This is an optimization exercise on Yosys and OpenROAD, whose aim is small area, a short achievable clock period and few clock cycles, not a production implementation. No functional check of the RTL was part of any run shown here.

==> flow/design.v (outline; a module is shown in full before it is edited, if it fits) <==
// module FA: 10 lines
// module INV: 3 lines
// module NAND2: 3 lines
// module NOR2: 3 lines
// module XOR2: 3 lines
// module XNOR2: 3 lines
// module A21OI: 3 lines
// module O21AI: 3 lines
// module Bitblade: 1948 lines
// module Cfu: 58 lines
module Cfu (
  input               cmd_valid,
  output              cmd_ready,
  input      [9:0]    cmd_payload_function_id,
  input      [31:0]   cmd_payload_inputs_0,
  input      [31:0]   cmd_payload_inputs_1,
  output              rsp_valid,
  input               rsp_ready,
  output     [31:0]   rsp_payload_outputs_0,
  input               reset,
  input               clk
);
  // ...
==> flow/flow/run.sh <==
#!/bin/bash
# Standard layout, with the port buffers made from sky130_fd_sc_hd__buf_2 cells instead of
# the delay cells the flow picks by default.  make's output goes to
# standard.log; each tool's own log is under orfs/logs/.
set -euo pipefail
export BUFFER_PORTS_ARGS="-buffer_cell sky130_fd_sc_hd__buf_2"
bash standard.sh > standard.log 2>&1
==> flow/standard.sh <==
#!/bin/bash
# synth_recipe.tcl (not shown) runs the flow's synth.tcl, then flattens the netlist and writes it again
# the make line also repeats each setting of config.mk as NAME=value (left out here)
make -C /OpenROAD-flow-scripts/flow DESIGN_CONFIG=/design/flow/config.mk WORK_HOME=/design/flow/orfs CLKGATE_MAP_FILE= SYNTH_SCRIPT=/design/flow/synth_recipe.tcl "${@:-finish}"
==> flow/config.mk <==
export PLATFORM = sky130hd
export DESIGN_NAME = Cfu
export DESIGN_NICKNAME = Cfu
export VERILOG_FILES = /design/flow/design.v
export SDC_FILE = /design/flow/constraint.sdc
export NUM_CORES = 4
export LEC_CHECK = 0
export CAP_MARGIN = 20
export CORE_MARGIN = 2
export CORE_UTILIZATION = 40
export SETUP_SLACK_MARGIN = 1.5
export SLEW_MARGIN = 20
export SYNTH_HIERARCHICAL = 1
export SYNTH_MINIMUM_KEEP_SIZE = 0
==> flow/constraint.sdc <==
create_clock -name core_clock -period 13.5 [get_ports {clk}]
set_input_delay 2.7000 -clock core_clock [delete_from_list [all_inputs] [get_ports {clk}]]
set_output_delay 2.7000 -clock core_clock [all_outputs]
set_load 0.01 [all_outputs]
==> results.yml, run 1 <==
worst_setup_path:
  crit_top_cell: "fa_1"
  path_max_fanout: 17
  start_kind: "input pin"
  crit_family: "adder cells"
  worst_path_max_delay_cell: "fa_1"
  path_cells: "buf_2 > nand2b_2 > inv_2 > nand2b_1 > fa_1 > fa_1 > fa_1 > fa_1 > fa_1 > fa_1 > fa_1 > fa_1 > nor2_1 > a21oi_2 > o21ai_1 > a21oi_2 > o21ai_1 > a21oi_2 > nor2b_4 > nor2_1 > a31oi_1 > buf_2"
  reg2reg_to: "acc[30]"
global_route:
  use_met3_pct: 3.57
  grt_max_degree: 65
  grt_overflow: 0
clock_network:
  clockBufferDepth: 2
  hold_buffers: 0
drt:
  vias: 8074
cells_and_area:
  clock_buffer_count: 5
  num-multi-input-gates: 925
  nNonClkBuffers: 109
  synthToLayoutAreaGrowth_pct: 6.56
  layout.area.seq_sq_um: 921
outcome:
  status: "complete, no violations"
synth:
  synth_commonest_cells: "fa_1, nand2_1, nand3_1"
  synth-compound-area-share_pct: 5.64
  netlist_area_sq_um: 10700
  synth_top_family_by_area: "adder cells"
placed_design:
  dpl.hpwl_mm: 26.0
  dp_cells: 1486
  post-place-ws_ps: 1440
  routabilityCongestion: 0.917
die:
  initial_utilization_pct: 40.9
worst_hold_path:
  whs_path_depth: 2
timing:
  clock_skew_ps: 4.43
==> inputs of run 2 (changes only) <==
--- a/flow/design.v
+++ b/flow/design.v
@@ -792,76 +792,76 @@
 assign ag398 = ~(acc[9] & ~ldu);
 wire ag399;
 assign ag399 = ~(acc[10] & ~ldu);
 wire s400;
 wire c401;
 FA fa401 (.a(p1), .b(p49), .ci(p97), .s(s400), .co(c401));
 wire s402;
 wire c403;
-FA fa403 (.a(p145), .b(h360), .ci(ag389), .s(s402), .co(c403));
+FA fa403 (.a(p145), .b(h360), .ci(s400), .s(s402), .co(c403));
 wire s404;
 wire c405;
-FA fa405 (.a(~p_g[0]), .b(s400), .ci(h362), .s(s404), .co(c405));
+FA fa405 (.a(h362), .b(ag389), .ci(~p_g[0]), .s(s404), .co(c405));
 wire s406;
 wire c407;
 FA fa407 (.a(p4), .b(p13), .ci(p52), .s(s406), .co(c407));
 wire s408;
 wire c409;
 FA fa409 (.a(p61), .b(p100), .ci(p109), .s(s408), .co(c409));
 wire s410;
 wire c411;
-FA fa411 (.a(p148), .b(p157), .ci(ag390), .s(s410), .co(c411));
+FA fa411 (.a(p148), .b(p157), .ci(c401), .s(s410), .co(c411));
 wire s412;
 wire c413;
-FA fa413 (.a(~p_g[1]), .b(c401), .ci(s406), .s(s412), .co(c413));
+FA fa413 (.a(s406), .b(s408), .ci(ag390), .s(s412), .co(c413));
 wire s414;
 wire c415;
-FA fa415 (.a(s408), .b(c403), .ci(s410), .s(s414), .co(c415));
+FA fa415 (.a(~p_g[1]), .b(c403), .ci(s410), .s(s414), .co(c415));
 wire s416;
 wire c417;
-FA fa417 (.a(h364), .b(s412), .ci(h366), .s(s416), .co(c417));
+FA fa417 (.a(h364), .b(h366), .ci(c405), .s(s416), .co(c417));
 wire s418;
 wire c419;
-assign s418 = ~(c405 ^ s414);
-assign c419 = c405 | s414;
+assign s418 = ~(s412 ^ s414);
+assign c419 = s412 | s414;
 wire s420;
 wire c421;
 FA fa421 (.a(p7), .b(p16), .ci(p25), .s(s420), .co(c421));
 wire s422;
 wire c423;
 FA fa423 (.a(p55), .b(p64), .ci(p73), .s(s422), .co(c423));
 wire s424;
 wire c425;
 FA fa425 (.a(p103), .b(p112), .ci(p121), .s(s424), .co(c425));
 wire s426;
 wire c427;
 FA fa427 (.a(p151), .b(p160), .ci(p169), .s(s426), .co(c427));
 wire s428;
 wire c429;
-FA fa429 (.a(ag391), .b(~p_g[2]), .ci(c407), .s(s428), .co(c429));
+FA fa429 (.a(c407), .b(c409), .ci(s420), .s(s428), .co(c429));
 wire s430;
 wire c431;
-FA fa431 (.a(c409), .b(s420), .ci(s422), .s(s430), .co(c431));
+FA fa431 (.a(s422), .b(s424), .ci(s426), .s(s430), .co(c431));
 wire s432;
 wire c433;
-FA fa433 (.a(s424), .b(s426), .ci(c411), .s(s432), .co(c433));
+FA fa433 (.a(ag391), .b(~p_g[2]), .ci(c411), .s(s432), .co(c433));
 wire s434;
 wire c435;
-FA fa435 (.a(c413), .b(s428), .ci(s430), .s(s434), .co(c435));
+FA fa435 (.a(s428), .b(s430), .ci(c413), .s(s434), .co(c435));
 wire s436;
 wire c437;
-FA fa437 (.a(c415), .b(s432), .ci(h368), .s(s436), .co(c437));
+FA fa437 (.a(h368), .b(s432), .ci(c415), .s(s436), .co(c437));
 wire s438;
 wire c439;
-FA fa439 (.a(c419), .b(c417), .ci(s434), .s(s438), .co(c439));
+FA fa439 (.a(c417), .b(h370), .ci(s434), .s(s438), .co(c439));
 wire s440;
 wire c441;
-assign s440 = ~(h370 ^ s436);
-assign c441 = h370 | s436;
+assign s440 = ~(c419 ^ s436);
+assign c441 = c419 | s436;
 wire s442;
 wire c443;
 FA fa443 (.a(p10), .b(p19), .ci(p28), .s(s442), .co(c443));
 wire s444;
 wire c445;
 FA fa445 (.a(p37), .b(p58), .ci(p67), .s(s444), .co(c445));
 wire s446;
 wire c447;
@@ -869,41 +869,41 @@
 wire s448;
 wire c449;
 FA fa449 (.a(p115), .b(p124), .ci(p133), .s(s448), .co(c449));
 wire s450;
 wire c451;
 FA fa451 (.a(p154), .b(p163), .ci(p172), .s(s450), .co(c451));
 wire s452;
 wire c453;
-FA fa453 (.a(p181), .b(ag392), .ci(~p_g[3]), .s(s452), .co(c453));
+FA fa453 (.a(p181), .b(c421), .ci(c423), .s(s452), .co(c453));
 wire s454;
 wire c455;
-FA fa455 (.a(c421), .b(c423), .ci(c425), .s(s454), .co(c455));
+FA fa455 (.a(c425), .b(c427), .ci(s442), .s(s454), .co(c455));
 wire s456;
 wire c457;
-FA fa457 (.a(c427), .b(s442), .ci(s444), .s(s456), .co(c457));
+FA fa457 (.a(s444), .b(s446), .ci(s448), .s(s456), .co(c457));
 wire s458;
 wire c459;
-FA fa459 (.a(s446), .b(s448), .ci(s450), .s(s458), .co(c459));
+FA fa459 (.a(s450), .b(ag392), .ci(~p_g[3]), .s(s458), .co(c459));
 wire s460;
 wire c461;
-FA fa461 (.a(s452), .b(c429), .ci(c431), .s(s460), .co(c461));
+FA fa461 (.a(c429), .b(c431), .ci(s452), .s(s460), .co(c461));
 wire s462;
 wire c463;
-FA fa463 (.a(s454), .b(c433), .ci(s456), .s(s462), .co(c463));
+FA fa463 (.a(s454), .b(s456), .ci(c433), .s(s462), .co(c463));
 wire s464;
 wire c465;
-FA fa465 (.a(s458), .b(c435), .ci(s460), .s(s464), .co(c465));
+FA fa465 (.a(s458), .b(s460), .ci(c435), .s(s464), .co(c465));
 wire s466;
 wire c467;
-FA fa467 (.a(s462), .b(c437), .ci(c441), .s(s466), .co(c467));
+FA fa467 (.a(s462), .b(c437), .ci(s464), .s(s466), .co(c467));
 wire s468;
 wire c469;
-FA fa469 (.a(c439), .b(s464), .ci(h372), .s(s468), .co(c469));
+FA fa469 (.a(c439), .b(c441), .ci(h372), .s(s468), .co(c469));
 wire s470;
 wire c471;
 FA fa471 (.a(p22), .b(p31), .ci(p40), .s(s470), .co(c471));
 wire s472;
 wire c473;
 FA fa473 (.a(p70), .b(p79), .ci(p88), .s(s472), .co(c473));
 wire s474;
 wire c475;
@@ -914,44 +914,44 @@
 wire s478;
 wire c479;
 FA fa479 (.a(p2), .b(p3), .ci(p50), .s(s478), .co(c479));
 wire s480;
 wire c481;
 FA fa481 (.a(p51), .b(p98), .ci(p99), .s(s480), .co(c481));
 wire s482;
 wire c483;
-FA fa483 (.a(p146), .b(p147), .ci(ag393), .s(s482), .co(c483));
+FA fa483 (.a(p146), .b(p147), .ci(c443), .s(s482), .co(c483));
 wire s484;
 wire c485;
-FA fa485 (.a(~p_g[4]), .b(c443), .ci(c445), .s(s484), .co(c485));
+FA fa485 (.a(c445), .b(c447), .ci(c449), .s(s484), .co(c485));
 wire s486;
 wire c487;
-FA fa487 (.a(c447), .b(c449), .ci(c451), .s(s486), .co(c487));
+FA fa487 (.a(c451), .b(s470), .ci(s472), .s(s486), .co(c487));
 wire s488;
 wire c489;
-FA fa489 (.a(s470), .b(s472), .ci(s474), .s(s488), .co(c489));
+FA fa489 (.a(s474), .b(s476), .ci(s478), .s(s488), .co(c489));
 wire s490;
 wire c491;
-FA fa491 (.a(s476), .b(s478), .ci(s480), .s(s490), .co(c491));
+FA fa491 (.a(s480), .b(ag393), .ci(~p_g[4]), .s(s490), .co(c491));
 wire s492;
 wire c493;
-FA fa493 (.a(c453), .b(s482), .ci(c455), .s(s492), .co(c493));
+FA fa493 (.a(c453), .b(c455), .ci(s482), .s(s492), .co(c493));
 wire s494;
 wire c495;
-FA fa495 (.a(c457), .b(c459), .ci(s484), .s(s494), .co(c495));
+FA fa495 (.a(c457), .b(s484), .ci(s486), .s(s494), .co(c495));
 wire s496;
 wire c497;
-FA fa497 (.a(s486), .b(s488), .ci(s490), .s(s496), .co(c497));
+FA fa497 (.a(s488), .b(c459), .ci(s490), .s(s496), .co(c497));
 wire s498;
 wire c499;
-FA fa499 (.a(c461), .b(s492), .ci(c463), .s(s498), .co(c499));
+FA fa499 (.a(c461), .b(s492), .ci(s494), .s(s498), .co(c499));
 wire s500;
 wire c501;
-FA fa501 (.a(s494), .b(s496), .ci(c465), .s(s500), .co(c501));
+FA fa501 (.a(c463), .b(s496), .ci(c465), .s(s500), .co(c501));
 wire s502;
 wire c503;
 FA fa503 (.a(s498), .b(c467), .ci(s500), .s(s502), .co(c503));
 wire s504;
 wire c505;
 assign s504 = ~(c469 ^ h374);
 assign c505 = c469 | h374;
 wire s506;
@@ -975,57 +975,57 @@
 wire s518;
 wire c519;
 FA fa519 (.a(p110), .b(p111), .ci(p149), .s(s518), .co(c519));
 wire s520;
 wire c521;
 FA fa521 (.a(p150), .b(p158), .ci(p159), .s(s520), .co(c521));
 wire s522;
 wire c523;
-FA fa523 (.a(ag394), .b(~p_g[5]), .ci(c471), .s(s522), .co(c523));
+FA fa523 (.a(c471), .b(c473), .ci(c475), .s(s522), .co(c523));
 wire s524;
 wire c525;
-FA fa525 (.a(c473), .b(c475), .ci(c477), .s(s524), .co(c525));
+FA fa525 (.a(c477), .b(c479), .ci(c481), .s(s524), .co(c525));
 wire s526;
 wire c527;
-FA fa527 (.a(c479), .b(c481), .ci(s506), .s(s526), .co(c527));
+FA fa527 (.a(s506), .b(s508), .ci(s510), .s(s526), .co(c527));
 wire s528;
 wire c529;
-FA fa529 (.a(s508), .b(s510), .ci(s512), .s(s528), .co(c529));
+FA fa529 (.a(s512), .b(s514), .ci(s516), .s(s528), .co(c529));
 wire s530;
 wire c531;
-FA fa531 (.a(s514), .b(s516), .ci(s518), .s(s530), .co(c531));
+FA fa531 (.a(s518), .b(s520), .ci(ag394), .s(s530), .co(c531));
 wire s532;
 wire c533;
-FA fa533 (.a(s520), .b(c483), .ci(c485), .s(s532), .co(c533));
+FA fa533 (.a(~p_g[5]), .b(c483), .ci(c485), .s(s532), .co(c533));
 wire s534;
 wire c535;
-FA fa535 (.a(c487), .b(s522), .ci(c489), .s(s534), .co(c535));
+FA fa535 (.a(c487), .b(c489), .ci(s522), .s(s534), .co(c535));
 wire s536;
 wire c537;
-FA fa537 (.a(s524), .b(c491), .ci(s526), .s(s536), .co(c537));
+FA fa537 (.a(s524), .b(s526), .ci(s528), .s(s536), .co(c537));
 wire s538;
 wire c539;
-FA fa539 (.a(s528), .b(s530), .ci(c493), .s(s538), .co(c539));
+FA fa539 (.a(c491), .b(s530), .ci(c493), .s(s538), .co(c539));
 wire s540;
 wire c541;
 FA fa541 (.a(s532), .b(c495), .ci(s534), .s(s540), .co(c541));
 wire s542;
 wire c543;
-FA fa543 (.a(c497), .b(s536), .ci(s538), .s(s542), .co(c543));
+FA fa543 (.a(s536), .b(c497), .ci(s538), .s(s542), .co(c543));
 wire s544;
 wire c545;
 FA fa545 (.a(c499), .b(s540), .ci(s542), .s(s544), .co(c545));
 wire s546;
 wire c547;
-FA fa547 (.a(c501), .b(s544), .ci(c503), .s(s546), .co(c547));
+FA fa547 (.a(c501), .b(s544), .ci(c505), .s(s546), .co(c547));
 wire s548;
 wire c549;
-assign s548 = ~(c505 ^ h376);
-assign c549 = c505 | h376;
+assign s548 = ~(c503 ^ h376);
+assign c549 = c503 | h376;
 wire s550;
 wire c551;
 FA fa551 (.a(p46), .b(p94), .ci(p142), .s(s550), .co(c551));
 wire s552;
 wire c553;
 FA fa553 (.a(p190), .b(p8), .ci(p9), .s(s552), .co(c553));
 wire s554;
 wire c555;
@@ -1045,65 +1045,65 @@
 wire s564;
 wire c565;
 FA fa565 (.a(p123), .b(p152), .ci(p153), .s(s564), .co(c565));
 wire s566;
 wire c567;
 FA fa567 (.a(p161), .b(p162), .ci(p170), .s(s566), .co(c567));
 wire s568;
 wire c569;
-FA fa569 (.a(p171), .b(ag395), .ci(~p_g[6]), .s(s568), .co(c569));
+FA fa569 (.a(p171), .b(c507), .ci(c509), .s(s568), .co(c569));
 wire s570;
 wire c571;
-FA fa571 (.a(c507), .b(c509), .ci(c511), .s(s570), .co(c571));
+FA fa571 (.a(c511), .b(c513), .ci(c515), .s(s570), .co(c571));
 wire s572;
 wire c573;
-FA fa573 (.a(c513), .b(c515), .ci(c517), .s(s572), .co(c573));
+FA fa573 (.a(c517), .b(c519), .ci(c521), .s(s572), .co(c573));
 wire s574;
 wire c575;
-FA fa575 (.a(c519), .b(c521), .ci(s550), .s(s574), .co(c575));
+FA fa575 (.a(s550), .b(s552), .ci(s554), .s(s574), .co(c575));
 wire s576;
 wire c577;
-FA fa577 (.a(s552), .b(s554), .ci(s556), .s(s576), .co(c577));
+FA fa577 (.a(s556), .b(s558), .ci(s560), .s(s576), .co(c577));
 wire s578;
 wire c579;
-FA fa579 (.a(s558), .b(s560), .ci(s562), .s(s578), .co(c579));
+FA fa579 (.a(s562), .b(s564), .ci(s566), .s(s578), .co(c579));
 wire s580;
 wire c581;
-FA fa581 (.a(s564), .b(s566), .ci(s568), .s(s580), .co(c581));
+FA fa581 (.a(ag395), .b(~p_g[6]), .ci(c523), .s(s580), .co(c581));
 wire s582;
 wire c583;
-FA fa583 (.a(c523), .b(c525), .ci(c527), .s(s582), .co(c583));
+FA fa583 (.a(c525), .b(c527), .ci(s568), .s(s582), .co(c583));
 wire s584;
 wire c585;
-FA fa585 (.a(c529), .b(s570), .ci(c531), .s(s584), .co(c585));
+FA fa585 (.a(c529), .b(s570), .ci(s572), .s(s584), .co(c585));
 wire s586;
 wire c587;
-FA fa587 (.a(s572), .b(s574), .ci(s576), .s(s586), .co(c587));
+FA fa587 (.a(s574), .b(s576), .ci(s578), .s(s586), .co(c587));
 wire s588;
 wire c589;
-FA fa589 (.a(s578), .b(s580), .ci(c533), .s(s588), .co(c589));
+FA fa589 (.a(c531), .b(c533), .ci(s580), .s(s588), .co(c589));
 wire s590;
 wire c591;
-FA fa591 (.a(c535), .b(s582), .ci(c537), .s(s590), .co(c591));
+FA fa591 (.a(c535), .b(c537), .ci(s582), .s(s590), .co(c591));
 wire s592;
 wire c593;
 FA fa593 (.a(s584), .b(s586), .ci(c539), .s(s592), .co(c593));
 wire s594;
 wire c595;
 FA fa595 (.a(s588), .b(c541), .ci(s590), .s(s594), .co(c595));
 wire s596;
 wire c597;
 FA fa597 (.a(s592), .b(c543), .ci(s594), .s(s596), .co(c597));
 wire s598;
 wire c599;
-FA fa599 (.a(c545), .b(h378), .ci(s596), .s(s598), .co(c599));
+FA fa599 (.a(c545), .b(h378), .ci(h380), .s(s598), .co(c599));
 wire s600;
 wire c601;
-FA fa601 (.a(h380), .b(c547), .ci(c549), .s(s600), .co(c601));
+FA fa601 (.a(s596), .b(c547), .ci(c549), .s(s600), .co(c601));
 wire s602;
 wire c603;
 FA fa603 (.a(p11), .b(p12), .ci(p20), .s(s602), .co(c603));
 wire s604;
 wire c605;
 FA fa605 (.a(p21), .b(p29), .ci(p30), .s(s604), .co(c605));
 wire s606;
 wire c607;
@@ -1126,47 +1126,47 @@
 wire s618;
 wire c619;
 FA fa619 (.a(p155), .b(p156), .ci(p164), .s(s618), .co(c619));
 wire s620;
 wire c621;
 FA fa621 (.a(p165), .b(p173), .ci(p174), .s(s620), .co(c621));
 wire s622;
 wire c623;
-FA fa623 (.a(p182), .b(p183), .ci(ag396), .s(s622), .co(c623));
+FA fa623 (.a(p182), .b(p183), .ci(c551), .s(s622), .co(c623));
 wire s624;
 wire c625;
-FA fa625 (.a(~p_g[7]), .b(c551), .ci(c553), .s(s624), .co(c625));
+FA fa625 (.a(c553), .b(c555), .ci(c557), .s(s624), .co(c625));
 wire s626;
 wire c627;
-FA fa627 (.a(c555), .b(c557), .ci(c559), .s(s626), .co(c627));
+FA fa627 (.a(c559), .b(c561), .ci(c563), .s(s626), .co(c627));
 wire s628;
 wire c629;
-FA fa629 (.a(c561), .b(c563), .ci(c565), .s(s628), .co(c629));
+FA fa629 (.a(c565), .b(c567), .ci(s602), .s(s628), .co(c629));
 wire s630;
 wire c631;
-FA fa631 (.a(c567), .b(s602), .ci(s604), .s(s630), .co(c631));
+FA fa631 (.a(s604), .b(s606), .ci(s608), .s(s630), .co(c631));
 wire s632;
 wire c633;
-FA fa633 (.a(s606), .b(s608), .ci(s610), .s(s632), .co(c633));
+FA fa633 (.a(s610), .b(s612), .ci(s614), .s(s632), .co(c633));
 wire s634;
 wire c635;
-FA fa635 (.a(s612), .b(s614), .ci(s616), .s(s634), .co(c635));
+FA fa635 (.a(s616), .b(s618), .ci(s620), .s(s634), .co(c635));
 wire s636;
 wire c637;
-FA fa637 (.a(s618), .b(s620), .ci(c569), .s(s636), .co(c637));
+FA fa637 (.a(ag396), .b(~p_g[7]), .ci(c569), .s(s636), .co(c637));
 wire s638;
 wire c639;
 FA fa639 (.a(s622), .b(c571), .ci(c573), .s(s638), .co(c639));
 wire s640;
 wire c641;
-FA fa641 (.a(c575), .b(s624), .ci(c577), .s(s640), .co(c641));
+FA fa641 (.a(c575), .b(c577), .ci(c579), .s(s640), .co(c641));
 wire s642;
 wire c643;
-FA fa643 (.a(c579), .b(s626), .ci(s628), .s(s642), .co(c643));
+FA fa643 (.a(s624), .b(s626), .ci(s628), .s(s642), .co(c643));
 wire s644;
 wire c645;
 FA fa645 (.a(s630), .b(s632), .ci(s634), .s(s644), .co(c645));
 wire s646;
 wire c647;
 FA fa647 (.a(c581), .b(s636), .ci(c583), .s(s646), .co(c647));
 wire s648;
 wire c649;
@@ -1174,23 +1174,23 @@
 wire s650;
 wire c651;
 FA fa651 (.a(s640), .b(s642), .ci(s644), .s(s650), .co(c651));
 wire s652;
 wire c653;
 FA fa653 (.a(c589), .b(s646), .ci(c591), .s(s652), .co(c653));
 wire s654;
 wire c655;
-FA fa655 (.a(s648), .b(c593), .ci(s650), .s(s654), .co(c655));
+FA fa655 (.a(s648), .b(s650), .ci(c593), .s(s654), .co(c655));
 wire s656;
 wire c657;
 FA fa657 (.a(c595), .b(s652), .ci(s654), .s(s656), .co(c657));
 wire s658;
 wire c659;
-FA fa659 (.a(h382), .b(c597), .ci(h384), .s(s658), .co(c659));
+FA fa659 (.a(h382), .b(h384), .ci(c597), .s(s658), .co(c659));
 wire s660;
 wire c661;
 FA fa661 (.a(s656), .b(c599), .ci(s658), .s(s660), .co(c661));
 wire s662;
 wire c663;
 FA fa663 (.a(p23), .b(p24), .ci(p32), .s(s662), .co(c663));
 wire s664;
 wire c665;
@@ -1210,74 +1210,74 @@
 wire s674;
 wire c675;
 FA fa675 (.a(p167), .b(p168), .ci(p176), .s(s674), .co(c675));
 wire s676;
 wire c677;
 FA fa677 (.a(p177), .b(p185), .ci(p186), .s(s676), .co(c677));
 wire s678;
 wire c679;
-FA fa679 (.a(h359), .b(ag397), .ci(~p_g[8]), .s(s678), .co(c679));
+FA fa679 (.a(h359), .b(c603), .ci(c605), .s(s678), .co(c679));
 wire s680;
 wire c681;
-FA fa681 (.a(c603), .b(c605), .ci(c607), .s(s680), .co(c681));
+FA fa681 (.a(c607), .b(c609), .ci(c611), .s(s680), .co(c681));
 wire s682;
 wire c683;
-FA fa683 (.a(c609), .b(c611), .ci(c613), .s(s682), .co(c683));
+FA fa683 (.a(c613), .b(c615), .ci(c617), .s(s682), .co(c683));
 wire s684;
 wire c685;
-FA fa685 (.a(c615), .b(c617), .ci(c619), .s(s684), .co(c685));
+FA fa685 (.a(c619), .b(c621), .ci(s662), .s(s684), .co(c685));
 wire s686;
 wire c687;
-FA fa687 (.a(c621), .b(s662), .ci(s664), .s(s686), .co(c687));
+FA fa687 (.a(s664), .b(s666), .ci(s668), .s(s686), .co(c687));
 wire s688;
 wire c689;
-FA fa689 (.a(s666), .b(s668), .ci(s670), .s(s688), .co(c689));
+FA fa689 (.a(s670), .b(s672), .ci(s674), .s(s688), .co(c689));
 wire s690;
 wire c691;
-FA fa691 (.a(s672), .b(s674), .ci(s676), .s(s690), .co(c691));
+FA fa691 (.a(s676), .b(h361), .ci(ag397), .s(s690), .co(c691));
 wire s692;
 wire c693;
-FA fa693 (.a(c623), .b(h361), .ci(s678), .s(s692), .co(c693));
+FA fa693 (.a(~p_g[8]), .b(c623), .ci(c625), .s(s692), .co(c693));
 wire s694;
 wire c695;
-FA fa695 (.a(c625), .b(c627), .ci(c629), .s(s694), .co(c695));
+FA fa695 (.a(c627), .b(c629), .ci(c631), .s(s694), .co(c695));
 wire s696;
 wire c697;
-FA fa697 (.a(c631), .b(c633), .ci(c635), .s(s696), .co(c697));
+FA fa697 (.a(c633), .b(c635), .ci(s678), .s(s696), .co(c697));
 wire s698;
 wire c699;
 FA fa699 (.a(s680), .b(s682), .ci(s684), .s(s698), .co(c699));
 wire s700;
 wire c701;
-FA fa701 (.a(c637), .b(s686), .ci(s688), .s(s700), .co(c701));
+FA fa701 (.a(s686), .b(s688), .ci(s690), .s(s700), .co(c701));
 wire s702;
 wire c703;
-FA fa703 (.a(s690), .b(s692), .ci(c639), .s(s702), .co(c703));
+FA fa703 (.a(c637), .b(c639), .ci(s692), .s(s702), .co(c703));
 wire s704;
 wire c705;
 FA fa705 (.a(c641), .b(c643), .ci(s694), .s(s704), .co(c705));
 wire s706;
 wire c707;
 FA fa707 (.a(c645), .b(s696), .ci(s698), .s(s706), .co(c707));
 wire s708;
 wire c709;
-FA fa709 (.a(s700), .b(c647), .ci(h386), .s(s708), .co(c709));
+FA fa709 (.a(s700), .b(h386), .ci(c647), .s(s708), .co(c709));
 wire s710;
 wire c711;
 FA fa711 (.a(s702), .b(c649), .ci(s704), .s(s710), .co(c711));
 wire s712;
 wire c713;
-FA fa713 (.a(c651), .b(s706), .ci(c653), .s(s712), .co(c713));
+FA fa713 (.a(c651), .b(s706), .ci(s708), .s(s712), .co(c713));
 wire s714;
 wire c715;
-FA fa715 (.a(s708), .b(s710), .ci(c655), .s(s714), .co(c715));
+FA fa715 (.a(c653), .b(s710), .ci(c655), .s(s714), .co(c715));
 wire s716;
 wire c717;
-FA fa717 (.a(s712), .b(h388), .ci(c657), .s(s716), .co(c717));
+FA fa717 (.a(h388), .b(s712), .ci(c657), .s(s716), .co(c717));
 wire s718;
 wire c719;
 FA fa719 (.a(s714), .b(c659), .ci(s716), .s(s718), .co(c719));
 wire s720;
 wire c721;
 FA fa721 (.a(p35), .b(p36), .ci(p44), .s(s720), .co(c721));
 wire s722;
 wire c723;
@@ -1288,120 +1288,120 @@
 wire s726;
 wire c727;
 FA fa727 (.a(p132), .b(p140), .ci(p141), .s(s726), .co(c727));
 wire s728;
 wire c729;
 FA fa729 (.a(p179), .b(p180), .ci(p188), .s(s728), .co(c729));
 wire s730;
 wire c731;
-FA fa731 (.a(p189), .b(ag398), .ci(~p_g[9]), .s(s730), .co(c731));
+FA fa731 (.a(p189), .b(c663), .ci(c665), .s(s730), .co(c731));
 wire s732;
 wire c733;
-FA fa733 (.a(c663), .b(c665), .ci(c667), .s(s732), .co(c733));
+FA fa733 (.a(c667), .b(c669), .ci(c671), .s(s732), .co(c733));
 wire s734;
 wire c735;
-FA fa735 (.a(c669), .b(c671), .ci(c673), .s(s734), .co(c735));
+FA fa735 (.a(c673), .b(c675), .ci(c677), .s(s734), .co(c735));
 wire s736;
 wire c737;
-FA fa737 (.a(c675), .b(c677), .ci(s720), .s(s736), .co(c737));
+FA fa737 (.a(s720), .b(s722), .ci(s724), .s(s736), .co(c737));
 wire s738;
 wire c739;
-FA fa739 (.a(s722), .b(s724), .ci(s726), .s(s738), .co(c739));
+FA fa739 (.a(s726), .b(s728), .ci(ag398), .s(s738), .co(c739));
 wire s740;
 wire c741;
-FA fa741 (.a(s728), .b(c679), .ci(s730), .s(s740), .co(c741));
+FA fa741 (.a(~p_g[9]), .b(c679), .ci(c681), .s(s740), .co(c741));
 wire s742;
 wire c743;
-FA fa743 (.a(c681), .b(c683), .ci(c685), .s(s742), .co(c743));
+FA fa743 (.a(c683), .b(c685), .ci(h363), .s(s742), .co(c743));
 wire s744;
 wire c745;
-FA fa745 (.a(h363), .b(c687), .ci(c689), .s(s744), .co(c745));
+FA fa745 (.a(c687), .b(c689), .ci(s730), .s(s744), .co(c745));
 wire s746;
 wire c747;
-FA fa747 (.a(c691), .b(s732), .ci(s734), .s(s746), .co(c747));
+FA fa747 (.a(s732), .b(s734), .ci(h365), .s(s746), .co(c747));
 wire s748;
 wire c749;
-FA fa749 (.a(h365), .b(s736), .ci(s738), .s(s748), .co(c749));
+FA fa749 (.a(s736), .b(c691), .ci(s738), .s(s748), .co(c749));
 wire s750;
 wire c751;
-FA fa751 (.a(c693), .b(s740), .ci(c695), .s(s750), .co(c751));
+FA fa751 (.a(c693), .b(c695), .ci(c697), .s(s750), .co(c751));
 wire s752;
 wire c753;
-FA fa753 (.a(c697), .b(c699), .ci(s742), .s(s752), .co(c753));
+FA fa753 (.a(c699), .b(s740), .ci(s742), .s(s752), .co(c753));
 wire s754;
 wire c755;
-FA fa755 (.a(c701), .b(s744), .ci(s746), .s(s754), .co(c755));
+FA fa755 (.a(s744), .b(s746), .ci(c701), .s(s754), .co(c755));
 wire s756;
 wire c757;
-FA fa757 (.a(s748), .b(c703), .ci(s750), .s(s756), .co(c757));
+FA fa757 (.a(s748), .b(c703), .ci(c705), .s(s756), .co(c757));
 wire s758;
 wire c759;
-FA fa759 (.a(c705), .b(c707), .ci(s752), .s(s758), .co(c759));
+FA fa759 (.a(s750), .b(c707), .ci(s752), .s(s758), .co(c759));
 wire s760;
 wire c761;
-FA fa761 (.a(s754), .b(c709), .ci(s756), .s(s760), .co(c761));
+FA fa761 (.a(s754), .b(c709), .ci(c711), .s(s760), .co(c761));
 wire s762;
 wire c763;
-FA fa763 (.a(c711), .b(s758), .ci(c713), .s(s762), .co(c763));
+FA fa763 (.a(s756), .b(s758), .ci(c713), .s(s762), .co(c763));
 wire s764;
 wire c765;
 FA fa765 (.a(s760), .b(c715), .ci(s762), .s(s764), .co(c765));
 wire s766;
 wire c767;
 assign s766 = ~(c717 ^ s764);
 assign c767 = c717 | s764;
 wire s768;
 wire c769;
 FA fa769 (.a(p47), .b(p48), .ci(p95), .s(s768), .co(c769));
 wire s770;
 wire c771;
 FA fa771 (.a(p96), .b(p143), .ci(p144), .s(s770), .co(c771));
 wire s772;
 wire c773;
-FA fa773 (.a(p191), .b(p192), .ci(ag399), .s(s772), .co(c773));
+FA fa773 (.a(p191), .b(p192), .ci(c721), .s(s772), .co(c773));
 wire s774;
 wire c775;
-FA fa775 (.a(~p_g[10]), .b(c721), .ci(c723), .s(s774), .co(c775));
+FA fa775 (.a(c723), .b(c725), .ci(c727), .s(s774), .co(c775));
 wire s776;
 wire c777;
-FA fa777 (.a(c725), .b(c727), .ci(c729), .s(s776), .co(c777));
+FA fa777 (.a(c729), .b(s768), .ci(s770), .s(s776), .co(c777));
 wire s778;
 wire c779;
-FA fa779 (.a(s768), .b(s770), .ci(c731), .s(s778), .co(c779));
+FA fa779 (.a(ag399), .b(~p_g[10]), .ci(c731), .s(s778), .co(c779));
 wire s780;
 wire c781;
-FA fa781 (.a(s772), .b(c733), .ci(c735), .s(s780), .co(c781));
+FA fa781 (.a(c733), .b(c735), .ci(s772), .s(s780), .co(c781));
 wire s782;
 wire c783;
-FA fa783 (.a(c737), .b(c739), .ci(s774), .s(s782), .co(c783));
+FA fa783 (.a(c737), .b(s774), .ci(s776), .s(s782), .co(c783));
 wire s784;
 wire c785;
-FA fa785 (.a(s776), .b(c741), .ci(s778), .s(s784), .co(c785));
+FA fa785 (.a(c739), .b(h367), .ci(c741), .s(s784), .co(c785));
 wire s786;
 wire c787;
-FA fa787 (.a(h367), .b(c743), .ci(c745), .s(s786), .co(c787));
+FA fa787 (.a(c743), .b(s778), .ci(c745), .s(s786), .co(c787));
 wire s788;
 wire c789;
-FA fa789 (.a(c747), .b(s780), .ci(c749), .s(s788), .co(c789));
+FA fa789 (.a(c747), .b(s780), .ci(s782), .s(s788), .co(c789));
 wire s790;
 wire c791;
-FA fa791 (.a(s782), .b(h369), .ci(s784), .s(s790), .co(c791));
+FA fa791 (.a(c749), .b(h369), .ci(c751), .s(s790), .co(c791));
 wire s792;
 wire c793;
-FA fa793 (.a(c751), .b(c753), .ci(s786), .s(s792), .co(c793));
+FA fa793 (.a(s784), .b(c753), .ci(s786), .s(s792), .co(c793));
 wire s794;
 wire c795;
-FA fa795 (.a(c755), .b(s788), .ci(s790), .s(s794), .co(c795));
+FA fa795 (.a(c755), .b(s788), .ci(c757), .s(s794), .co(c795));
 wire s796;
 wire c797;
-FA fa797 (.a(c757), .b(c759), .ci(s792), .s(s796), .co(c797));
+FA fa797 (.a(s790), .b(c759), .ci(s792), .s(s796), .co(c797));
 wire s798;
 wire c799;
-FA fa799 (.a(s794), .b(c761), .ci(s796), .s(s798), .co(c799));
+FA fa799 (.a(c761), .b(s794), .ci(s796), .s(s798), .co(c799));
 wire s800;
 wire c801;
 FA fa801 (.a(c763), .b(s798), .ci(c765), .s(s800), .co(c801));
 wire s802;
 wire c803;
 FA fa803 (.a(~acc[11]), .b(c769), .ci(c771), .s(s802), .co(c803));
 wire s804;
 wire c805;
@@ -1409,20 +1409,20 @@
 wire s806;
 wire c807;
 FA fa807 (.a(s802), .b(c779), .ci(c781), .s(s806), .co(c807));
 wire s808;
 wire c809;
 FA fa809 (.a(c783), .b(s804), .ci(c785), .s(s808), .co(c809));
 wire s810;
 wire c811;
-FA fa811 (.a(c787), .b(s806), .ci(c789), .s(s810), .co(c811));
+FA fa811 (.a(s806), .b(c787), .ci(c789), .s(s810), .co(c811));
 wire s812;
 wire c813;
-FA fa813 (.a(c791), .b(s808), .ci(h371), .s(s812), .co(c813));
+FA fa813 (.a(h371), .b(c791), .ci(s808), .s(s812), .co(c813));
 wire s814;
 wire c815;
 FA fa815 (.a(c793), .b(s810), .ci(c795), .s(s814), .co(c815));
 wire s816;
 wire c817;
 FA fa817 (.a(s812), .b(c797), .ci(s814), .s(s816), .co(c817));
 wire s818;
 wire c819;
@@ -1431,37 +1431,37 @@
 wire s820;
 wire c821;
 FA fa821 (.a(~acc[12]), .b(c803), .ci(c805), .s(s820), .co(c821));
 wire s822;
 wire c823;
 FA fa823 (.a(c807), .b(s820), .ci(c809), .s(s822), .co(c823));
 wire s824;
 wire c825;
-FA fa825 (.a(c811), .b(s822), .ci(c813), .s(s824), .co(c825));
+FA fa825 (.a(c811), .b(h373), .ci(s822), .s(s824), .co(c825));
 wire s826;
 wire c827;
-FA fa827 (.a(h373), .b(c815), .ci(s824), .s(s826), .co(c827));
+FA fa827 (.a(c813), .b(c815), .ci(s824), .s(s826), .co(c827));
 wire s828;
 wire c829;
 assign s828 = ~(c817 ^ s826);
 assign c829 = c817 | s826;
 wire s830;
 wire c831;
 FA fa831 (.a(~acc[13]), .b(c821), .ci(c823), .s(s830), .co(c831));
 wire s832;
 wire c833;
-FA fa833 (.a(s830), .b(c825), .ci(h375), .s(s832), .co(c833));
+FA fa833 (.a(s830), .b(h375), .ci(c825), .s(s832), .co(c833));
 wire s834;
 wire c835;
 assign s834 = ~(c827 ^ s832);
 assign c835 = c827 | s832;
 wire s836;
 wire c837;
-FA fa837 (.a(~acc[14]), .b(c831), .ci(h377), .s(s836), .co(c837));
+FA fa837 (.a(~acc[14]), .b(h377), .ci(c831), .s(s836), .co(c837));
 wire s838;
 wire c839;
 FA fa839 (.a(h379), .b(s836), .ci(c833), .s(s838), .co(c839));
 wire s840;
 wire c841;
 FA fa841 (.a(~acc[15]), .b(h381), .ci(h383), .s(s840), .co(c841));
 wire s842;
 wire c843;
@@ -1478,31 +1478,31 @@
 wire c849;
 assign s848 = ~(~acc[17] ^ c845);
 assign c849 = ~acc[17] | c845;
 wire g850;
 assign g850 = ~(s402 | s404);
 wire q851;
 assign q851 = s402 ^ s404;
 wire g852;
-assign g852 = ~(s418 | s416);
+assign g852 = ~(s416 | s418);
 wire q853;
-assign q853 = s418 ^ s416;
+assign q853 = s416 ^ s418;
 wire g854;
-assign g854 = ~(s440 | s438);
+assign g854 = ~(s438 | s440);
 wire q855;
-assign q855 = s440 ^ s438;
+assign q855 = s438 ^ s440;
 wire g856;
 assign g856 = ~(s466 | s468);
 wire q857;
 assign q857 = s466 ^ s468;
 wire g858;
-assign g858 = ~(s502 | s504);
+assign g858 = ~(s504 | s502);
 wire q859;
-assign q859 = s502 ^ s504;
+assign q859 = s504 ^ s502;
 wire g860;
 assign g860 = ~(s546 | s548);
 wire q861;
 assign q861 = s546 ^ s548;
 wire g862;
 assign g862 = ~(s598 | s600);
 wire q863;
 assign q863 = s598 ^ s600;
@@ -1518,19 +1518,19 @@
 assign g868 = ~(c719 | s766);
 wire q869;
 assign q869 = c719 ^ s766;
 wire g870;
 assign g870 = ~(c767 | s800);
 wire q871;
 assign q871 = c767 ^ s800;
 wire g872;
-assign g872 = ~(s818 | c801);
+assign g872 = ~(c801 | s818);
 wire q873;
-assign q873 = s818 ^ c801;
+assign q873 = c801 ^ s818;
 wire g874;
 assign g874 = ~(c819 | s828);
 wire q875;
 assign q875 = c819 ^ s828;
 wire g876;
 assign g876 = ~(c829 | s834);
 wire q877;
 assign q877 = c829 ^ s834;
@@ -1582,39 +1582,39 @@
 assign q900 = ~(~acc[31]);
 wire k901;
 NOR2 u901 (.a(s402), .b(s404), .y(k901));
 wire k902;
 NAND2 u902 (.a(s402), .b(s404), .y(k902));
 wire k903;
 XOR2 u903 (.a(s402), .b(s404), .y(k903));
 wire k904;
-NOR2 u904 (.a(s418), .b(s416), .y(k904));
+NOR2 u904 (.a(s416), .b(s418), .y(k904));
 wire k905;
-NAND2 u905 (.a(s418), .b(s416), .y(k905));
+NAND2 u905 (.a(s416), .b(s418), .y(k905));
 wire k906;
-XOR2 u906 (.a(s418), .b(s416), .y(k906));
+XOR2 u906 (.a(s416), .b(s418), .y(k906));
 wire k907;
-NOR2 u907 (.a(s440), .b(s438), .y(k907));
+NOR2 u907 (.a(s438), .b(s440), .y(k907));
 wire k908;
-NAND2 u908 (.a(s440), .b(s438), .y(k908));
+NAND2 u908 (.a(s438), .b(s440), .y(k908));
 wire k909;
-XOR2 u909 (.a(s440), .b(s438), .y(k909));
+XOR2 u909 (.a(s438), .b(s440), .y(k909));
 wire k910;
 NOR2 u910 (.a(s466), .b(s468), .y(k910));
 wire k911;
 NAND2 u911 (.a(s466), .b(s468), .y(k911));
 wire k912;
 XOR2 u912 (.a(s466), .b(s468), .y(k912));
 wire k913;
-NOR2 u913 (.a(s502), .b(s504), .y(k913));
+NOR2 u913 (.a(s504), .b(s502), .y(k913));
 wire k914;
-NAND2 u914 (.a(s502), .b(s504), .y(k914));
+NAND2 u914 (.a(s504), .b(s502), .y(k914));
 wire k915;
-XOR2 u915 (.a(s502), .b(s504), .y(k915));
+XOR2 u915 (.a(s504), .b(s502), .y(k915));
 wire k916;
 NOR2 u916 (.a(s546), .b(s548), .y(k916));
 wire k917;
 NAND2 u917 (.a(s546), .b(s548), .y(k917));
 wire k918;
 XOR2 u918 (.a(s546), .b(s548), .y(k918));
 wire k919;
 NOR2 u919 (.a(s598), .b(s600), .y(k919));
@@ -1642,21 +1642,21 @@
 XOR2 u930 (.a(c719), .b(s766), .y(k930));
 wire k931;
 NOR2 u931 (.a(c767), .b(s800), .y(k931));
 wire k932;
 NAND2 u932 (.a(c767), .b(s800), .y(k932));
 wire k933;
 XOR2 u933 (.a(c767), .b(s800), .y(k933));
 wire k934;
-NOR2 u934 (.a(s818), .b(c801), .y(k934));
+NOR2 u934 (.a(c801), .b(s818), .y(k934));
 wire k935;
-NAND2 u935 (.a(s818), .b(c801), .y(k935));
+NAND2 u935 (.a(c801), .b(s818), .y(k935));
 wire k936;
-XOR2 u936 (.a(s818), .b(c801), .y(k936));
+XOR2 u936 (.a(c801), .b(s818), .y(k936));
 wire k937;
 NOR2 u937 (.a(c819), .b(s828), .y(k937));
 wire k938;
 NAND2 u938 (.a(c819), .b(s828), .y(k938));
 wire k939;
 XOR2 u939 (.a(c819), .b(s828), .y(k939));
 wire k940;
 NOR2 u940 (.a(c829), .b(s834), .y(k940));
==> run 2 against run 1 <==
  * Register-to-register slack better by 30 ps
  * Area after synthesis hardly changed
  * Clock-buffer cell count stayed put
  * Flip-flop and latch count stayed put
  * Non-clock buffer count is 3 higher
  * Sequential share of layout area hardly changed
  * Die area hardly changed
  * Largest cell class unchanged
  * Setup slack worse by 120 ps
  * Synthesized cell count stayed put
==> results.yml, run 2 <==
placed_design:
  post-place-ws_ps: 1240
  routabilityCongestion: 0.911
  dpl.hpwl_mm: 25.7
  place_area_sq_um: 11300
  io_buffers: 105
drt:
  wl_met1_mm: 12.5
  wire_per_inst_microns: 19.7
  drtAntennaViolNets: 0
  drt-initial-drc-count: 487
  drc: 0
  drt_first_pass_iters: 5
  routed_wl_mm: 29.5
  wl_met2_mm: 14.3
  top_layer_used: "met4"
  viasPerCell: 5.40
  wl_met3_mm: 2.00
  vias: 8090
die:
  boundaryPins: 112
  die_area_sq_um: 28100
  initial_utilization_pct: 40.9
  num_rows: 59
  die_w_microns: 168
  coreArea_sq_um: 26200
  die_h_microns: 168
worst_setup_path:
  cp-end-kind: "output pin"
  r2r-start: "mode"
  crit_top_cell: "fa_1"
  worst_path_max_delay_cell: "fa_1"
  critPathKind: "in2out"
  rrSetupSlack_ps: 5730
  path_cells: "buf_2 > nand2_1 > fa_1 > fa_1 > fa_1 > fa_1 > or2_2 > fa_1 > fa_1 > fa_1 > fa_1 > fa_1 > nand2_1 > nand2_1 > nor2_1 > nand2_1 > nor2_1 > a21oi_2 > nor2b_4 > buf_12 > buf_4 > nor2_1 > a31oi_1 > buf_2"
  reg2regPathDepth: 25
  critical-path-max-stage-delay_ps: 500
  reg2reg_to: "acc[24]"
  path_buf_inv: 4
  crit_family: "adder cells"
  crit_arrival_ps: 8940
  path_max_fanout: 16
  start_kind: "input pin"
  worstPathRequired_ps: 10800
synth:
  synth_fa_ha_area_share_pct: 50.7
  synth-warning-count: 7
  synth_top_family_by_area: "adder cells"
  synth_xor_xnor_area_share_pct: 3.27
  synth_cell_types: 41
  synth_mux_area_share_pct: 3.12
  syn_inst: 1150
  avgSynthCellArea_sq_um: 9.32
  netlist_area_sq_um: 10700
  synth-compound-area-share_pct: 5.64
  netlist.area_leader.share_pct: 49.1
  syn_nets: 1505
  synth_simple_gate_area_share_pct: 21.9
  yosysMostFrequentCell: "fa_1"
  synthFlopType: "dfxtp_1"
  async_flop_share_pct: 0
  synth_commonest_cells: "fa_1, nand2_1, nand3_1"
  synth_top_cell_by_area: "fa_1"
  synth-edff-count: 0
  ys_seq_area_share_pct: 8.59
  yosys-top-cells-area: "fa_1, dfxtp_1, nand2_1"
  ys_ff_latch: 46
global_route:
  grt_overflow: 0
  antenna_found_initial: 0
  grt_pass1_wl_mm: 47.9
  grt_pass1_vias: 8626
  grt_max_degree: 104
  grt_usage_pct: 22.4
cells_and_area:
  drive_above_1_share_pct: 16.9
  reg.largest.list: "acc x32, ups x11"
  fin_area_sq_um: 11500
  multi_input_area_sq_um: 9090
  regMostFlops: "acc"
  layout_common_cells: "fa_1, nand2_1, nand3_1"
  synthToLayoutAreaGrowth_pct: 6.98
  layout.cells.most_common: "fa_1"
  largest_reg_flops: 32
  layout.area.seq_sq_um: 921
  fillers: 2594
  nets: 1517
timing:
  fmaxAchievable_mhz: 85.9
  hold_viol_final: 0
  finalSetupTns_ps: 0
  post-route-period-util_pct: 86.2
  setup_ws_ps: 1860
  worstMarginPinSlew_ps: 869
  finalSetupViolCount: 0
  min_period_ps: 11640
  clock_skew_ps: 7.46
  rsz0062_at_grt: "no"
  slew_viol_final: 0
  max_slew_margin_pct: 42.0
clock_network:
  cts_tree: "yes"
  clkLatencyLatePin_ps: 300
  cts_root_buf: "clkbuf_16"
  htreeDepth: 2
  cts.sinks: 46
  cts_buffers: 5
  clk_pin_slew_ps: 60
  clockBufferDepth: 2
worst_hold_path:
  hold_end: "ups[2]"
  min_path_type: "reg2reg"
  whs_path_depth: 2
  hold_path_startpoint: "ups[2]"
outcome:
  status: "complete, no violations"
flow_run:
  drv_cap: 0
## run 2: cell types whose count changed after synthesis, sizes merged
| cell | previous run | this run |
|---|---|---|
| clkbuf | 86 | 84 |
| inv | 71 | 72 |
| nor2 | 52 | 51 |
| or2 | 8 | 9 |
| buf | 22 | 23 |
## run 2: worst max-delay path by stage
stage / slack [ps] / end / from / cells past startpoint
after floorplan: 2080 / rsp_payload_outputs_0[30] / cmd_payload_inputs_0[13] / 23
after global placement: 1320 / rsp_payload_outputs_0[28] / cmd_payload_inputs_0[13] / 22
after detailed placement: 1240 / rsp_payload_outputs_0[27] / cmd_payload_inputs_0[5] / 22
after CTS: 1540 / rsp_payload_outputs_0[27] / cmd_payload_inputs_0[5] / 22
after global routing: 1540 / rsp_payload_outputs_0[21] / cmd_payload_inputs_0[5] / 21
final: 1860 / rsp_payload_outputs_0[24] / cmd_payload_inputs_0[5] / 24
## run 2: per-module statistics from Yosys, one instance, submodules excluded
| module | cells | copies in the design | cell area, sq um | flip-flops and latches |
|---|---|---|---|---|
| NAND2 | 1 | 46 | 3.75 | 0 |
| XNOR2 | 1 | 7 | 8.76 | 0 |
| INV | 1 | 6 | 3.75 | 0 |
| Cfu | 149 | 1 | 1610 | 46 |
| O21AI | 1 | 28 | 5.00 | 0 |
| XOR2 | 1 | 30 | 8.76 | 0 |
| Bitblade | 548 | 1 | 2730 | 0 |
| FA | 1 | 263 | 20.0 | 0 |
| NOR2 | 1 | 37 | 3.75 | 0 |
| A21OI | 1 | 36 | 8.76 | 0 |
## run 2: final cells by class
type,count,share of cell area [%]
Timing Repair Buffer,112,5.15
Antenna cell,1,0.0218
Clock buffer,5,1.09
Tap cell,335,3.65
Clock inverter,3,0.393
Inverter,72,2.36
Sequential cell,46,8.03
Multi-Input combinational cell,925,79.3
## run 2: cells by family (layout without fill, tap and decap cells)
family                     after synthesis  after routing
and+or+nand+nor                        490            490
AOI/OAI and AO/OA                       87             87
buffers and inverters                  179            192
adders and majority gates              277            277
DFF                                     46             46
muxes                                   31             31
other                                    0              1
xor gates and xnor gates                40             40
## run 2: worst reg2reg max path: stages, from the launching register on
cell and delay, ps:
dfxtp_1 480, nor2_4 550, buf_4 800, nand3_1 310, fa_1 580, fa_1 480
fa_1 440, fa_1 490, fa_1 410, fa_1 390, fa_1 460, fa_1 490
inv_1 40, ha_1 260, inv_1 60, nor2_1 220, a21oi_2 110, o21ai_1 280
a21oi_2 80, o21ai_1 100, a21oi_2 70, nor2b_4 170, buf_12 150, buf_4 120
nor2_1 30, a31oi_1 150
## run 2: through the flow
| stage | hold WS [ps] | utilization, % | instances |
|---|---|---|---|
| after CTS | 476 | 43.6 | 1495 |
| after detailed placement | 467 | 42.9 | 1487 |
| final | 472 | 43.8 | 1499 |
| after floorplan | 444 | - | 1150 |
| after global placement | 457 | 42.9 | 1487 |
| after global routing | 505 | 43.8 | 1498 |
## run 2: repair_timing
item	CTS	global route
setup endpoints to repair	9	10
gates resized for setup	1	2
hold buffers	0	0
setup buffers	0	3
## run 2: layer usage
metal	track usage, %	vias up
li1	-	3635
met1	30.7	4123
met2	37.5	293
met3	3.57	39
met4	5.33	0
met5	0	-

port drivers added, routing unchanged:
In the flow no input, the clock included, has a driving cell. The finished layouts below were timed again as built, in two steps. Step 1 (the two cells are an assumption about what drives the block):
set clk [get_ports {clk}]
set_driving_cell -lib_cell sky130_fd_sc_hd__clkbuf_16 $clk
set_driving_cell -lib_cell sky130_fd_sc_hd__buf_2 [delete_from_list [all_inputs] $clk]
Step 2, shift: input delay + t, output delay - t, t = (earliest + latest rising clock arrival at the registers) / 2. This alone moves slack from input paths to output paths. a / b / c = no drivers / after step 1 / after step 2; a / b = the first two.
run	t (ns)	setup WS [ns]	latest minus earliest clock arrival (ns)	worst slew at a driven data input, ns	cell pins on the clock port's net
run 1	0.328	1.985 / 1.964 / 1.964	0.005 / 0.005	0.05	1
run 2	0.335	1.861 / 1.841 / 1.841	0.007 / 0.007	0.04	1
After both steps setup and hold are still met in every run listed. The setup slack of run 1, which loses most, moves by -0.021 ns with the drivers and by -0.021 ns with both steps.
